Background: an optimization exercise with open tools, aiming at small area. Do not read the settings as production practice.
In this exercise RTL edits were held to simulation tests only and were not proved equivalent to the original.
The flow treats the clock pin as an ideal source, which a real chip does not have.
Power figures rest on the tool's default switching activity, not on a simulated workload.

## pong_main
module pong_main(
    input clk,
    input hard_reset,
    input data1,
    input data2,
    output c_clk,
    output latch,
    output wire hsync,
    output wire vsync,
    output wire [2:0] red,
    output wire [2:0] green,
    output wire [2:0] blue,
    output wire speaker
);
export LEC_CHECK = 0
export ABC_AREA = 1
export CAP_MARGIN = 20
export CORE_MARGIN = 2
export CORE_UTILIZATION = 60
export SLEW_MARGIN = 20
create_clock -name core_clock -period 20.0 [get_ports {clk}]
standard.sh (not shown) runs the stock make flow with config.mk's settings and CLKGATE_MAP_FILE= SYNTH_SCRIPT=/design/flow/synth_recipe.tcl, a recipe that flattens the netlist after the stock synthesis.
==> flow/flow/run.sh <==
#!/bin/bash
# Layout flow: the standard flow (standard.sh), except that the
# combinational logic of the standard synthesis is mapped again by ABC with
# an area-oriented script. The registers of the standard synthesis are kept
# as they are (same instances, names and cells); the re-mapped netlist is
# proven equivalent to the standard one before it is used, else the
# standard netlist is kept. Every tool writes its full output to a log here.
set -euo pipefail
W=$(pwd)
F=$W/flow
R=$W/orfs/results/$FLOW_PLATFORM/pong_main/base
PDIR=$FLOW_HOME/platforms/$FLOW_PLATFORM
LIB=$(ls $PDIR/lib/sky130_fd_sc_hd__tt_025C_1v80.lib)
YOSYS=yosys
if [[ -x $FLOW_HOME/../tools/install/yosys/bin/yosys ]]; then
  YOSYS=$FLOW_HOME/../tools/install/yosys/bin/yosys
fi

# 1. standard synthesis
bash standard.sh synth > $W/log_1_standard_synth.log 2>&1
cp $R/1_2_yosys.v $W/std_synth.v

# 2. re-map the combinational logic: ABC's deepsyn with sixteen random seeds,
# four at a time, keeping the smallest result
SEQ=$(awk '/^[ \t]*cell[ \t]*\(/{match($0,/"[^"]+"/); c=substr($0,RSTART+1,RLENGTH-2)} /^[ \t]*(ff|latch|ff_bank|statetable)[ \t]*\(/{print c}' $LIB | sort -u | tr '\n' ' ')
DU=$(sed -n '/DONT_USE_CELLS/,/^$/p' $PDIR/config.mk | grep -o "sky130_fd_sc_hd__[a-z0-9_]*" | sed 's/^/-dont_use /' | tr '\n' ' ')
remap() {
  local k=$1
  printf '&get -n\n&st\n&deepsyn -T 25 -S %s\n&put\ndch -f\namap\ntopo\n' $k > $W/area_$k.abc
  cat > $W/remap_$k.ys <<EOY
read_liberty -ignore_miss_func $LIB
blackbox $SEQ sky130_fd_sc_hd__conb_1
read_verilog $W/std_synth.v
hierarchy -top $FLOW_TOP
flatten
opt -purge
abc -liberty $LIB $DU -script $W/area_$k.abc
opt_clean -purge
select $FLOW_TOP
write_verilog -selected -noattr -noexpr -nohex -nodec $W/remap_raw_$k.v
design -reset
read_liberty -lib -ignore_miss_func $LIB
read_verilog $W/remap_raw_$k.v
hierarchy -top $FLOW_TOP
hilomap -singleton -hicell sky130_fd_sc_hd__conb_1 HI -locell sky130_fd_sc_hd__conb_1 LO
insbuf -buf sky130_fd_sc_hd__buf_1 A X
splitnets
opt_clean -purge
check -assert
tee -o $W/remap_area_$k.txt stat -liberty $LIB
write_verilog -noattr -noexpr -nohex -nodec $W/remap_$k.v
EOY
  $YOSYS -s $W/remap_$k.ys > $W/log_2_remap_$k.log 2>&1 || rm -f $W/remap_$k.v
}
for b in 0 4 8 12; do
  for i in 0 1 2 3; do remap $((b + i)) & done
  wait
done
ok=0
best=""
for k in $(seq 0 15); do
  if [[ -s $W/remap_$k.v ]]; then
    a=$(grep "Chip area" $W/remap_area_$k.txt | awk "{print \$NF}" || true)
    echo "seed $k: $a" >> $W/remap_areas.txt
    if [[ -z "$best" ]] || awk -v a=$a -v b=$barea 'BEGIN{exit !(a < b)}'; then best=$k; barea=$a; fi
  fi
done
if [[ -n "$best" ]]; then cp $W/remap_$best.v $W/remap.v; ok=1; echo "chosen: seed $best" >> $W/remap_areas.txt; fi

# 3. the registers must be the standard synthesis's, and the logic the same
regs() { grep -E "^ *sky130_fd_sc_hd__[a-z0-9_]+ " "$1" | awk -v seq=" $SEQ " '{ if (index(seq, " " $1 " ")) print $1, $2 }' | sort; }
if [[ $ok == 1 ]]; then
  regs $W/std_synth.v > $W/regs_std.txt
  regs $W/remap.v > $W/regs_remap.txt
  if ! cmp -s $W/regs_std.txt $W/regs_remap.txt || [[ ! -s $W/regs_std.txt ]]; then ok=0; fi
fi
if [[ $ok == 1 ]]; then
  cat > $W/equiv.ys <<EOY
read_liberty -ignore_miss_func $LIB
read_verilog $W/std_synth.v
rename $FLOW_TOP gold
read_verilog $W/remap.v
rename $FLOW_TOP gate
hierarchy -check
flatten gold gate
opt_clean
equiv_make gold gate equiv
hierarchy -top equiv
equiv_simple -undef
equiv_induct -undef
equiv_status -assert
EOY
  $YOSYS -s $W/equiv.ys > $W/log_3_equiv.log 2>&1 || ok=0
fi
echo "remap used: $ok" > $W/remap_status.txt
if [[ $ok == 1 ]]; then
  cp $W/remap.v $R/1_2_yosys.v
  rm -f $R/1_synth.odb $R/1_synth.sdc
  touch $R/1_2_yosys.v
fi

# 4. the rest of the standard flow, with a clock tree of small buffers and
# no dummy loads, clock buffers then downsized where the clock slew allows,
# and the smallest buffer on each port
export BUFFER_PORTS_ARGS="-buffer_cell sky130_fd_sc_hd__buf_1"
export POST_CTS_TCL=$F/downsize.tcl
export CTS_ARGS="-sink_clustering_enable -repair_clock_nets -dont_use_dummy_load -buf_list sky130_fd_sc_hd__clkbuf_8"
bash standard.sh finish > $W/log_4_standard_finish.log 2>&1
==> flow/flow/downsize.tcl <==
proc ds_max_clk_slew {} {
  set mx 0
  foreach pin [get_pins -hierarchical */CLK] {
    set s [get_property $pin slew_max]
    if {$s > $mx} { set mx $s }
  }
  return $mx
}
proc ds_run {} {
  set ds_slew_limit 0.105
  set ds_sizes {sky130_fd_sc_hd__clkbuf_1 sky130_fd_sc_hd__clkbuf_2 sky130_fd_sc_hd__clkbuf_4}
  estimate_parasitics -placement
  set bufs {}
  foreach inst [get_cells *] {
    set m [get_property $inst ref_name]
    if {[string match "sky130_fd_sc_hd__clkbuf_*" $m] && [string match "clkbuf_*" [get_property $inst name]]} {
      lappend bufs $inst
    }
  }
  puts "downsize: [llength $bufs] clock buffers, max clock slew [ds_max_clk_slew]"
  foreach inst $bufs {
    set orig [get_property $inst ref_name]
    foreach size $ds_sizes {
      if {$size == $orig} { break }
      if {[catch { replace_cell $inst $size }]} { continue }
      estimate_parasitics -placement
      if {[ds_max_clk_slew] <= $ds_slew_limit} {
        puts "downsize: [get_property $inst name] $orig -> $size"
        break
      }
      replace_cell $inst $orig
      estimate_parasitics -placement
    }
  }
  puts "downsize: max clock slew now [ds_max_clk_slew]"
}
if {[catch { ds_run } err]} {
  puts "downsize: stopped: $err"
}
Edit:
--- a/flow/flow/run.sh
+++ b/flow/flow/run.sh
@@ -23,2 +23,2 @@
-# 2. re-map the combinational logic: ABC's deepsyn with sixteen random seeds,
-# four at a time, keeping the smallest result
+# 2. re-map the combinational logic: ABC's deepsyn with a few random seeds
+# in parallel, keeping the smallest result
@@ -29 +29 @@
-  printf '&get -n\n&st\n&deepsyn -T 25 -S %s\n&put\ndch -f\namap\ntopo\n' $k > $W/area_$k.abc
+  printf '&get -n\n&st\n&deepsyn -T 150 -S %s\n&put\ndch -f\namap\ntopo\n' $k > $W/area_$k.abc
@@ -46 +46 @@
-insbuf -buf sky130_fd_sc_hd__buf_1 A X
+insbuf -buf sky130_fd_sc_hd__buf_4 A X
@@ -55,4 +55,2 @@
-for b in 0 4 8 12; do
-  for i in 0 1 2 3; do remap $((b + i)) & done
-  wait
-done
+for k in 1 2 3 4; do remap $k & done
+wait
@@ -61 +59 @@
-for k in $(seq 0 15); do
+for k in 1 2 3 4; do
--- a/flow/flow/downsize.tcl
+++ b/flow/flow/downsize.tcl
@@ -0,0 +1,2 @@
+set ds_slew_limit 0.105
+set ds_sizes {sky130_fd_sc_hd__clkbuf_1 sky130_fd_sc_hd__clkbuf_2 sky130_fd_sc_hd__clkbuf_4}
@@ -10,2 +12 @@
-  set ds_slew_limit 0.105
-  set ds_sizes {sky130_fd_sc_hd__clkbuf_1 sky130_fd_sc_hd__clkbuf_2 sky130_fd_sc_hd__clkbuf_4}
+  global ds_slew_limit ds_sizes
Outcome: The new run passed the timing, DRC and antenna checks. Total power goes up by 5.3%. Final cell count goes up by about 0.46%. Synthesized area goes up by 0.78%. Final area goes up by about 1.1%. Critical path depth goes up by 3. Synthesized cell count is about the same.
Edit:
--- a/flow/flow/run.sh
+++ b/flow/flow/run.sh
@@ -23,2 +23,2 @@
-# 2. re-map the combinational logic: ABC's deepsyn with a few random seeds
-# in parallel, keeping the smallest result
+# 2. re-map the combinational logic: ABC's deepsyn with twelve random seeds,
+# four at a time, keeping the smallest result
@@ -29 +29 @@
-  printf '&get -n\n&st\n&deepsyn -T 150 -S %s\n&put\ndch -f\namap\ntopo\n' $k > $W/area_$k.abc
+  printf '&get -n\n&st\n&deepsyn -T 60 -S %s\n&put\ndch -f\namap\ntopo\n' $k > $W/area_$k.abc
@@ -55,2 +55,4 @@
-for k in 1 2 3 4; do remap $k & done
-wait
+for b in 0 4 8; do
+  for i in 1 2 3 4; do remap $((b + i)) & done
+  wait
+done
@@ -59 +61 @@
-for k in 1 2 3 4; do
+for k in $(seq 1 12); do
Total power hardly moves.
Setup slack gains 0.14 ns.
Cell count came out lower by 0.54%.
Synthesized area drops by 0.43%.
Final area is lower by 0.56%.
Maximum frequency goes up by 1.5%.
Wire length fell by 3.9%.
Die area is lower by 0.41%.
Hold slack is about the same.
Register-to-register slack is better by 0.13 ns.
Sequential share of layout area is higher by 0.19 points.

---

pong_main, a different RTL version from the one above (not shown whole).
Size in the first run: roughly 18 I/O pins, roughly 0.0080 mm² of cells after synthesis.
export LEC_CHECK = 0
export ABC_AREA = 1
export CAP_MARGIN = 20
export CORE_MARGIN = 2
export CORE_UTILIZATION = 60
export SLEW_MARGIN = 20
create_clock -name core_clock -period 20.0 [get_ports {clk}]
==> flow/flow/run.sh <==
#!/bin/bash
# Layout flow: the standard flow (standard.sh), except that the
# combinational logic of the standard synthesis is mapped again by ABC with
# an area-oriented script. The registers of the standard synthesis are kept
# as they are (same instances, names and cells); the re-mapped netlist is
# proven equivalent to the standard one before it is used, else the
# standard netlist is kept. Every tool writes its full output to a log here.
set -euo pipefail
W=$(pwd)
F=$W/flow
R=$W/orfs/results/$FLOW_PLATFORM/pong_main/base
PDIR=$FLOW_HOME/platforms/$FLOW_PLATFORM
LIB=$(ls $PDIR/lib/sky130_fd_sc_hd__tt_025C_1v80.lib)
YOSYS=yosys
if [[ -x $FLOW_HOME/../tools/install/yosys/bin/yosys ]]; then
  YOSYS=$FLOW_HOME/../tools/install/yosys/bin/yosys
fi

# 1. standard synthesis
bash standard.sh synth > $W/log_1_standard_synth.log 2>&1
cp $R/1_2_yosys.v $W/std_synth.v

# 2. re-map the combinational logic
SEQ=$(awk '/^[ \t]*cell[ \t]*\(/{match($0,/"[^"]+"/); c=substr($0,RSTART+1,RLENGTH-2)} /^[ \t]*(ff|latch|ff_bank|statetable)[ \t]*\(/{print c}' $LIB | sort -u | tr '\n' ' ')
DU=$(sed -n '/DONT_USE_CELLS/,/^$/p' $PDIR/config.mk | grep -o "sky130_fd_sc_hd__[a-z0-9_]*" | sed 's/^/-dont_use /' | tr '\n' ' ')
cat > $W/remap.ys <<EOY
read_liberty -ignore_miss_func $LIB
blackbox $SEQ sky130_fd_sc_hd__conb_1
read_verilog $W/std_synth.v
hierarchy -top $FLOW_TOP
flatten
opt -purge
abc -liberty $LIB $DU -script $F/area.abc
opt_clean -purge
select $FLOW_TOP
write_verilog -selected -noattr -noexpr -nohex -nodec $W/remap_raw.v
design -reset
read_liberty -lib -ignore_miss_func $LIB
read_verilog $W/remap_raw.v
hierarchy -top $FLOW_TOP
hilomap -singleton -hicell sky130_fd_sc_hd__conb_1 HI -locell sky130_fd_sc_hd__conb_1 LO
insbuf -buf sky130_fd_sc_hd__buf_4 A X
splitnets
opt_clean -purge
check -assert
stat -liberty $LIB
write_verilog -noattr -noexpr -nohex -nodec $W/remap.v
EOY
ok=1
$YOSYS -s $W/remap.ys > $W/log_2_remap.log 2>&1 || ok=0

# 3. the registers must be the standard synthesis's, and the logic the same
regs() { grep -E "^ *sky130_fd_sc_hd__[a-z0-9_]+ " "$1" | awk -v seq=" $SEQ " '{ if (index(seq, " " $1 " ")) print $1, $2 }' | sort; }
if [[ $ok == 1 ]]; then
  regs $W/std_synth.v > $W/regs_std.txt
  regs $W/remap.v > $W/regs_remap.txt
  if ! cmp -s $W/regs_std.txt $W/regs_remap.txt || [[ ! -s $W/regs_std.txt ]]; then ok=0; fi
fi
if [[ $ok == 1 ]]; then
  cat > $W/equiv.ys <<EOY
read_liberty -ignore_miss_func $LIB
read_verilog $W/std_synth.v
rename $FLOW_TOP gold
read_verilog $W/remap.v
rename $FLOW_TOP gate
hierarchy -check
flatten gold gate
opt_clean
equiv_make gold gate equiv
hierarchy -top equiv
equiv_simple -undef
equiv_induct -undef
equiv_status -assert
EOY
  $YOSYS -s $W/equiv.ys > $W/log_3_equiv.log 2>&1 || ok=0
fi
echo "remap used: $ok" > $W/remap_status.txt
if [[ $ok == 1 ]]; then
  cp $W/remap.v $R/1_2_yosys.v
  rm -f $R/1_synth.odb $R/1_synth.sdc
  touch $R/1_2_yosys.v
fi

# 4. the rest of the standard flow, with a clock tree of small buffers and
# no dummy loads
export CTS_ARGS="-sink_clustering_enable -repair_clock_nets -dont_use_dummy_load -buf_list sky130_fd_sc_hd__clkbuf_8"
bash standard.sh finish > $W/log_4_standard_finish.log 2>&1
Other scripts of this flow, unchanged in this note and not shown: flow/flow/area.abc
The first run finished with timing, DRC and antenna clean.
==> next run, changes <==
--- a/flow/flow/run.sh
+++ b/flow/flow/run.sh
@@ -83,5 +83,3 @@
 
-# 4. the rest of the standard flow, with a clock tree of small buffers and
-# no dummy loads
-export CTS_ARGS="-sink_clustering_enable -repair_clock_nets -dont_use_dummy_load -buf_list sky130_fd_sc_hd__clkbuf_8"
+# 4. the rest of the standard flow
 bash standard.sh finish > $W/log_4_standard_finish.log 2>&1
CTS_BUF_LIST = sky130_fd_sc_hd__clkbuf_8   (was not set)
After rerunning: The changed run completed without violations; count of clock-buffer cells in the layout went up by 2; power increases by 14%; synthesized area stays the same; combinational power stays flat; final cell count climbs by 1.1%; setup slack got worse by 97 ps; wire length climbs by 1.2%; non-clock buffer count is unchanged; design area increases by 2.0%; via count goes up by 1.5%.

## static timing again, ports no longer ideal
Ports are ideal in the flow. The routed layouts listed here were re-timed in OpenROAD.
Step 1 sets driving cells, clkbuf_16 on the clock port and buf_2 on the other inputs (assumed; they add their load-dependent delay and slew).
Step 2 times the ports against the registers' clock, not the clock port: input delays grow and output delays shrink by t, the midpoint of the rising clock arrivals with the driver on.
Three values: no drivers, after step 1, after step 2; two values: the first two.
| run | t (ns) | setup slack, ns | latest minus earliest clock arrival (ns) | worst slew at a driven data input, ns | pins driven straight from the clock port |
|---|---|---|---|---|---|
| the first run of note 1 | 0.786 | 10.165 / 10.131 / 10.917 | 0.054 / 0.054 | 0.03 | 1 |
| the second run of note 1 | 0.482 | 10.300 / 10.261 / 10.743 | 0.031 / 0.031 | 0.03 | 1 |
| the third run of note 1 | 0.465 | 10.445 / 10.409 / 10.874 | 0.035 / 0.034 | 0.03 | 1 |
| the first run of note 2 | 0.473 | 10.422 / 10.385 / 10.857 | 0.033 / 0.033 | 0.03 | 1 |
| the second run of note 2 | 0.500 | 10.325 / 10.286 / 10.786 | 0.012 / 0.012 | 0.03 | 1 |
After both steps setup and hold are still met in every run listed.
